Background: an optimization exercise with open tools, aiming at small area, a short achievable clock period and few clock cycles. Do not read the settings as production practice. RTL that was checked went through simulation tests only; none was proved equivalent to the original.

==> inputs of wip/garnet <==
// seq_signed_mult
module seq_signed_mult(
  input         clk,
  input         rst,           
  input         start,         
  input  [7:0]  multiplier,    
  input  [7:0]  multiplicand,  
  output [14:0] product,       
  output [19:0] bcd,           
  output        sign,          
  output        done           
);
Settings: LEC_CHECK=0, ABC_AREA=1, CAP_MARGIN=20, CORE_MARGIN=2, CORE_UTILIZATION=60, PLACE_DENSITY=0.8, SLEW_MARGIN=20, SYNTH_HIERARCHICAL=1, SYNTH_MINIMUM_KEEP_SIZE=0; clock period 12.0 ns.
standard.sh (not shown) runs the stock make flow with config.mk's settings and CLKGATE_MAP_FILE= SYNTH_SCRIPT=/design/flow/synth_recipe.tcl, a recipe that flattens the netlist after the stock synthesis.
==> flow/flow/run.sh <==
#!/bin/bash
# The standard layout, with plain buffers (not delay buffers) on the ports.
set -euo pipefail
export BUFFER_PORTS_ARGS="-buffer_cell sky130_fd_sc_hd__buf_2"
bash standard.sh > standard_flow.log 2>&1
==> wip/willow: changes against wip/garnet <==
--- a/flow/flow/run.sh
+++ b/flow/flow/run.sh
@@ -3,3 +3,4 @@
 set -euo pipefail
 export BUFFER_PORTS_ARGS="-buffer_cell sky130_fd_sc_hd__buf_2"
+export SETUP_SLACK_MARGIN=5.7
 bash standard.sh > standard_flow.log 2>&1
Settings changed: PLACE_DENSITY 0.8 to not set.
==> comparison table <==
quantity	wip/willow	wip/garnet
Status	timing/DRC/antenna clean	timing/DRC/antenna clean
Fraction of area in registers	8.18%	9.97%
Cell seen most often among critical-path stages	nor2_4	nand2_1
Metal3 WL	1360 um	272 um
Buffers excl. clock	84	52
Slowest Stage Delay on Critical Path	0.53 ns	0.51 ns
Remaining max-slew budget at the tightest pin	63.4%	64.6%
Number of global-route vias before repair	4,558	4,551
Layout buffering overhead excluding clock cells	8.79%	5.18%
Final worst path period share	56.7%	52.9%
Routed WL	16,500 um	10,600 um
Grt met2 use	52.0%	51.0%
Half-perimeter wire length after detailed placement	9120 um	8990 um
Overall Global Routing Usage	26.5%	26.4%
Shortest clock period the worst path allows after layout	6.81 ns	6.35 ns
Testbench counts of wip/garnet, summed over its fixed seeds: cycles 3,200.
Testbench counts of wip/willow, summed over its fixed seeds: cycles 3,200.

========
==> run a <==
==> flow/design.v <==
module unsigned_multiplier(
  input  [7:0]  multiplier,
  input  [7:0]  multiplicand,
  output [14:0] product
);
  wire sa = multiplier[7];
  wire sb = multiplicand[7];
  wire [6:0] a = multiplier[6:0] ^ {7{sa}};
  wire [6:0] b = multiplicand[6:0] ^ {7{sb}};
  wire pp_0_0 = a[0] & b[0];
  wire pp_0_1 = a[0] & b[1];
  wire pp_0_2 = a[0] & b[2];
  wire pp_0_3 = a[0] & b[3];
  wire pp_0_4 = a[0] & b[4];
  wire pp_0_5 = a[0] & b[5];
  wire pp_0_6 = a[0] & b[6];
  wire pp_1_0 = a[1] & b[0];
  wire pp_1_1 = a[1] & b[1];
  wire pp_1_2 = a[1] & b[2];
  wire pp_1_3 = a[1] & b[3];
  wire pp_1_4 = a[1] & b[4];
  wire pp_1_5 = a[1] & b[5];
  wire pp_1_6 = a[1] & b[6];
  wire pp_2_0 = a[2] & b[0];
  wire pp_2_1 = a[2] & b[1];
  wire pp_2_2 = a[2] & b[2];
  wire pp_2_3 = a[2] & b[3];
  wire pp_2_4 = a[2] & b[4];
  wire pp_2_5 = a[2] & b[5];
  wire pp_2_6 = a[2] & b[6];
  wire pp_3_0 = a[3] & b[0];
  wire pp_3_1 = a[3] & b[1];
  wire pp_3_2 = a[3] & b[2];
  wire pp_3_3 = a[3] & b[3];
  wire pp_3_4 = a[3] & b[4];
  wire pp_3_5 = a[3] & b[5];
  wire pp_3_6 = a[3] & b[6];
  wire pp_4_0 = a[4] & b[0];
  wire pp_4_1 = a[4] & b[1];
  wire pp_4_2 = a[4] & b[2];
  wire pp_4_3 = a[4] & b[3];
  wire pp_4_4 = a[4] & b[4];
  wire pp_4_5 = a[4] & b[5];
  wire pp_4_6 = a[4] & b[6];
  wire pp_5_0 = a[5] & b[0];
  wire pp_5_1 = a[5] & b[1];
  wire pp_5_2 = a[5] & b[2];
  wire pp_5_3 = a[5] & b[3];
  wire pp_5_4 = a[5] & b[4];
  wire pp_5_5 = a[5] & b[5];
  wire pp_5_6 = a[5] & b[6];
  wire pp_6_0 = a[6] & b[0];
  wire pp_6_1 = a[6] & b[1];
  wire pp_6_2 = a[6] & b[2];
  wire pp_6_3 = a[6] & b[3];
  wire pp_6_4 = a[6] & b[4];
  wire pp_6_5 = a[6] & b[5];
  wire pp_6_6 = a[6] & b[6];
  wire ca_0 = sa & b[0];
  wire cb_0 = sb & a[0];
  wire ca_1 = sa & b[1];
  wire cb_1 = sb & a[1];
  wire ca_2 = sa & b[2];
  wire cb_2 = sb & a[2];
  wire ca_3 = sa & b[3];
  wire cb_3 = sb & a[3];
  wire ca_4 = sa & b[4];
  wire cb_4 = sb & a[4];
  wire ca_5 = sa & b[5];
  wire cb_5 = sb & a[5];
  wire ca_6 = sa & b[6];
  wire cb_6 = sb & a[6];
  wire cab = sa & sb;
  wire s1, c2;
  mul_ha u_s1(.a(pp_0_4), .b(pp_1_3), .s(s1), .co(c2));
  wire s3, c4;
  mul_fa u_s3(.a(pp_0_5), .b(pp_1_4), .c(pp_2_3), .s(s3), .co(c4));
  wire s5, c6;
  mul_ha u_s5(.a(pp_3_2), .b(pp_4_1), .s(s5), .co(c6));
  wire s7, c8;
  mul_fa u_s7(.a(pp_0_6), .b(pp_1_5), .c(pp_2_4), .s(s7), .co(c8));
  wire s9, c10;
  mul_fa u_s9(.a(pp_3_3), .b(pp_4_2), .c(pp_5_1), .s(s9), .co(c10));
  wire s11, c12;
  mul_ha u_s11(.a(pp_6_0), .b(ca_6), .s(s11), .co(c12));
  wire s13, c14;
  mul_fa u_s13(.a(pp_1_6), .b(pp_2_5), .c(pp_3_4), .s(s13), .co(c14));
  wire s15, c16;
  mul_ha u_s15(.a(pp_4_3), .b(pp_5_2), .s(s15), .co(c16));
  wire s17, c18;
  mul_ha u_s17(.a(pp_2_6), .b(pp_3_5), .s(s17), .co(c18));
  wire s19, c20;
  mul_ha u_s19(.a(pp_0_2), .b(pp_1_1), .s(s19), .co(c20));
  wire s21, c22;
  mul_fa u_s21(.a(pp_0_3), .b(pp_1_2), .c(pp_2_1), .s(s21), .co(c22));
  wire s23, c24;
  mul_ha u_s23(.a(pp_3_0), .b(ca_3), .s(s23), .co(c24));
  wire s25, c26;
  mul_fa u_s25(.a(s1), .b(pp_2_2), .c(pp_3_1), .s(s25), .co(c26));
  wire s27, c28;
  mul_fa u_s27(.a(pp_4_0), .b(ca_4), .c(cb_4), .s(s27), .co(c28));
  wire s29, c30;
  mul_fa u_s29(.a(c2), .b(s3), .c(s5), .s(s29), .co(c30));
  wire s31, c32;
  mul_fa u_s31(.a(pp_5_0), .b(ca_5), .c(cb_5), .s(s31), .co(c32));
  wire s33, c34;
  mul_fa u_s33(.a(c4), .b(c6), .c(s7), .s(s33), .co(c34));
  wire s35, c36;
  mul_fa u_s35(.a(s9), .b(s11), .c(cb_6), .s(s35), .co(c36));
  wire s37, c38;
  mul_fa u_s37(.a(c8), .b(c10), .c(c12), .s(s37), .co(c38));
  wire s39, c40;
  mul_fa u_s39(.a(s13), .b(s15), .c(pp_6_1), .s(s39), .co(c40));
  wire s41, c42;
  mul_fa u_s41(.a(c14), .b(c16), .c(s17), .s(s41), .co(c42));
  wire s43, c44;
  mul_fa u_s43(.a(pp_4_4), .b(pp_5_3), .c(pp_6_2), .s(s43), .co(c44));
  wire s45, c46;
  mul_fa u_s45(.a(c18), .b(pp_3_6), .c(pp_4_5), .s(s45), .co(c46));
  wire s47, c48;
  mul_ha u_s47(.a(pp_5_4), .b(pp_6_3), .s(s47), .co(c48));
  wire s49, c50;
  mul_ha u_s49(.a(pp_4_6), .b(pp_5_5), .s(s49), .co(c50));
  wire s51, c52;
  mul_ha u_s51(.a(pp_0_0), .b(ca_0), .s(s51), .co(c52));
  wire s53, c54;
  mul_fa u_s53(.a(pp_0_1), .b(pp_1_0), .c(ca_1), .s(s53), .co(c54));
  wire s55, c56;
  mul_fa u_s55(.a(s19), .b(pp_2_0), .c(ca_2), .s(s55), .co(c56));
  wire s57, c58;
  mul_fa u_s57(.a(c20), .b(s21), .c(s23), .s(s57), .co(c58));
  wire s59, c60;
  mul_fa u_s59(.a(c22), .b(c24), .c(s25), .s(s59), .co(c60));
  wire s61, c62;
  mul_fa u_s61(.a(c26), .b(c28), .c(s29), .s(s61), .co(c62));
  wire s63, c64;
  mul_fa u_s63(.a(c30), .b(c32), .c(s33), .s(s63), .co(c64));
  wire s65, c66;
  mul_fa u_s65(.a(c34), .b(c36), .c(s37), .s(s65), .co(c66));
  wire s67, c68;
  mul_fa u_s67(.a(c38), .b(c40), .c(s41), .s(s67), .co(c68));
  wire s69, c70;
  mul_fa u_s69(.a(c42), .b(c44), .c(s45), .s(s69), .co(c70));
  wire s71, c72;
  mul_fa u_s71(.a(c46), .b(c48), .c(s49), .s(s71), .co(c72));
  wire s73, c74;
  mul_ha u_s73(.a(c50), .b(pp_5_6), .s(s73), .co(c74));
  wire s75, c76;
  mul_ha u_s75(.a(s51), .b(cb_0), .s(s75), .co(c76));
  wire s77, c78;
  mul_fa u_s77(.a(c52), .b(s53), .c(cb_1), .s(s77), .co(c78));
  wire s79, c80;
  mul_fa u_s79(.a(c54), .b(s55), .c(cb_2), .s(s79), .co(c80));
  wire s81, c82;
  mul_fa u_s81(.a(c56), .b(s57), .c(cb_3), .s(s81), .co(c82));
  wire s83, c84;
  mul_fa u_s83(.a(c58), .b(s59), .c(s27), .s(s83), .co(c84));
  wire s85, c86;
  mul_fa u_s85(.a(c60), .b(s61), .c(s31), .s(s85), .co(c86));
  wire s87, c88;
  mul_fa u_s87(.a(c62), .b(s63), .c(s35), .s(s87), .co(c88));
  wire s89, c90;
  mul_fa u_s89(.a(c64), .b(s65), .c(s39), .s(s89), .co(c90));
  wire s91, c92;
  mul_fa u_s91(.a(c66), .b(s67), .c(s43), .s(s91), .co(c92));
  wire s93, c94;
  mul_fa u_s93(.a(c68), .b(s69), .c(s47), .s(s93), .co(c94));
  wire s95, c96;
  mul_fa u_s95(.a(c70), .b(s71), .c(pp_6_4), .s(s95), .co(c96));
  wire s97, c98;
  mul_fa u_s97(.a(c72), .b(s73), .c(pp_6_5), .s(s97), .co(c98));
  wire s99, c100;
  mul_ha u_s99(.a(c74), .b(pp_6_6), .s(s99), .co(c100));
  wire [14:0] r0 = {1'b0, c100, c98, c96, c94, c92, c90, c88, c86, c84, c82, c80, c78, c76, s75};
  wire [14:0] r1 = {1'b0, 1'b0, s99, s97, s95, s93, s91, s89, s87, s85, s83, s81, s79, s77, cab};
  assign product = r0 + r1;
endmodule
module mul_fa(input a, input b, input c, output s, output co);
  assign s = a ^ b ^ c;
  assign co = (a & b) | (a & c) | (b & c);
endmodule
module mul_ha(input a, input b, output s, output co);
  assign s = a ^ b;
  assign co = a & b;
endmodule
module bin_to_bcd(
    input  [14:0] in,
    output [19:0] bcd
    );
  function [3:0] add3(input [3:0] i);
    begin
      add3[3] = i[3] | (i[2] & (i[1] | i[0]));
      add3[2] = (i[2] & ~i[1] & ~i[0]) | (i[3] & i[0]);
      add3[1] = (i[1] & (~i[2] | i[0])) | (i[3] & ~i[0]);
      add3[0] = (~i[3] & ~i[2] & i[0]) | (i[2] & i[1] & ~i[0]) | (i[3] & ~i[0]);
    end
  endfunction
  reg [19:0] st;
  integer k;
  always @(*) begin
    st = 20'd0;
    for (k = 13; k >= 0; k = k - 1) begin
      st = {add3(st[19:16]), add3(st[15:12]), add3(st[11:8]), add3(st[7:4]), add3(st[3:0])};
      st = {st[18:0], in[k]};
    end
  end
  assign bcd = st | (in[14] ? 20'h16384 : 20'h0);
endmodule
module seq_signed_mult(
  input         clk,
  input         rst,           
  input         start,         
  input  [7:0]  multiplier,    
  input  [7:0]  multiplicand,  
  output [14:0] product,       
  output [19:0] bcd,           
  output        sign,          
  output        done           
);
  wire [14:0] mag;
  unsigned_multiplier um(.multiplier(multiplier), .multiplicand(multiplicand),
    .product(mag));
  reg [14:0] product_r;
  reg        sign_r;
  reg        done_r;
  wire        sign_d = (multiplier[7] ^ multiplicand[7]) &&
                       (multiplier != 8'd0) && (multiplicand != 8'd0);
  wire [15:0] next_r;
  hold_mux #(.W(16)) hm(.sel(start), .a({sign_d, mag}), .b({sign_r, product_r}),
    .y(next_r));
  always @(posedge clk) begin
    {sign_r, product_r} <= next_r;
  end
  always @(posedge clk) begin
    if (rst)
      done_r <= 1'b0;
    else if (start)
      done_r <= 1'b1;
  end
  bin_to_bcd binary_bcd(.in(product_r), .bcd(bcd));
  assign product = product_r;
  assign sign    = sign_r;
  assign done    = done_r;
endmodule
module hold_mux #(parameter W = 1) (
  input          sel,
  input  [W-1:0] a,
  input  [W-1:0] b,
  output [W-1:0] y
);
  assign y = sel ? a : b;
endmodule
==> flow/flow/run.sh <==
#!/bin/bash
# The standard layout, with plain buffers (not delay buffers) on the ports.
set -euo pipefail
export BUFFER_PORTS_ARGS="-buffer_cell sky130_fd_sc_hd__buf_2"
bash standard.sh > standard_flow.log 2>&1
==> flow/standard.sh <==
#!/bin/bash
# synth_recipe.tcl (not shown) runs the flow's synth.tcl, then flattens the netlist and writes it again
# the make line also repeats each setting of config.mk as NAME=value (left out here)
make -C /OpenROAD-flow-scripts/flow DESIGN_CONFIG=/design/flow/config.mk WORK_HOME=/design/flow/orfs CLKGATE_MAP_FILE= SYNTH_SCRIPT=/design/flow/synth_recipe.tcl "${@:-finish}"
==> flow/config.mk <==
export PLATFORM = sky130hd
export DESIGN_NAME = seq_signed_mult
export DESIGN_NICKNAME = seq_signed_mult
export VERILOG_FILES = /design/flow/design.v
export SDC_FILE = /design/flow/constraint.sdc
export NUM_CORES = 4
export LEC_CHECK = 0
export ABC_AREA = 1
export CAP_MARGIN = 20
export CORE_MARGIN = 2
export CORE_UTILIZATION = 60
export SLEW_MARGIN = 20
export SYNTH_HIERARCHICAL = 1
export SYNTH_MINIMUM_KEEP_SIZE = 0
==> flow/constraint.sdc <==
create_clock -name core_clock -period 12.0 [get_ports {clk}]
set_input_delay 2.4000 -clock core_clock [delete_from_list [all_inputs] [get_ports {clk}]]
set_output_delay 2.4000 -clock core_clock [all_outputs]
set_load 0.01 [all_outputs]
==> inputs of run b, as changes to run a <==
--- a/flow/design.v
+++ b/flow/design.v
@@ -225,9 +225,8 @@
   reg        done_r;
-  wire        sign_d = (multiplier[7] ^ multiplicand[7]) &&
-                       (multiplier != 8'd0) && (multiplicand != 8'd0);
-  wire [15:0] next_r;
-  hold_mux #(.W(16)) hm(.sel(start), .a({sign_d, mag}), .b({sign_r, product_r}),
-    .y(next_r));
   always @(posedge clk) begin
-    {sign_r, product_r} <= next_r;
+    if (start) begin
+      product_r <= mag;
+      sign_r    <= (multiplier[7] ^ multiplicand[7]) &&
+                   (multiplier != 8'd0) && (multiplicand != 8'd0);
+    end
   end
@@ -244,9 +243 @@
 endmodule
-module hold_mux #(parameter W = 1) (
-  input          sel,
-  input  [W-1:0] a,
-  input  [W-1:0] b,
-  output [W-1:0] y
-);
-  assign y = sel ? a : b;
-endmodule
==> flow/flow/run.sh (replaced) <==
#!/bin/bash
# The standard layout, with plain buffers (not delay buffers) on the ports, and
# timing repair aiming at a slack margin beyond what the clock period asks.
set -euo pipefail
export BUFFER_PORTS_ARGS="-buffer_cell sky130_fd_sc_hd__buf_2"
export SETUP_SLACK_MARGIN=6.8
bash standard.sh > standard_flow.log 2>&1
==> results.txt <==
Against run a, the synthesized area of run b is smaller by 1.7%. Sequential share of layout area: run a is lower than run b (0.38 points). Of run a and run b, run a has the higher critical path depth (gap 1). In sequential cell count, run b and run a do not differ.
Testbench counts of run b, summed over its fixed seeds: cycles 3,200.
Only the layout flow was run in run a; the RTL was not checked for function there.

[afterwards: timing with drivers on the ports]
The flow's constraints put no driver on any port. The routed layouts listed below were extracted and timed again, unchanged, in two steps. Step 1 (the two cells are an assumption about what drives the block):
set clk [get_ports {clk}]
set_driving_cell -lib_cell sky130_fd_sc_hd__clkbuf_16 $clk
set_driving_cell -lib_cell sky130_fd_sc_hd__buf_2 [delete_from_list [all_inputs] $clk]
Step 2 adds t to the input delays and takes it off the output delays; t is the mean of the earliest and latest rising clock arrival at the registers after step 1. Input paths then give back, and output paths get back, about the clock's delay inside the block. Slacks: ideal ports / drivers / drivers and shift; pairs: ideal ports / drivers.
run | t (ns) | slack for setup (ns) | worst hold slack (ns) | clock arrival spread, ns | worst register clock-pin slew, ns
wip/garnet | 0.279 | 5.651 / 5.626 / 5.586 | 0.475 / 0.475 / 0.475 | 0.001 / 0.002 | 0.07 / 0.07
wip/willow | 0.280 | 5.191 / 5.162 / 5.442 | 0.472 / 0.472 / 0.472 | 0.004 / 0.003 | 0.07 / 0.07
run a | 0.284 | 5.619 / 5.592 / 5.531 | 0.452 / 0.452 / 0.452 | 0.001 / 0.002 | 0.07 / 0.07
run b | 0.285 | 5.211 / 5.186 / 5.471 | 0.547 / 0.547 / 0.547 | 0.005 / 0.005 | 0.08 / 0.08
After both steps setup and hold are still met in every run listed. For run a, which loses most, drivers alone change the setup slack by -0.027 ns; drivers and shift together by -0.088 ns.
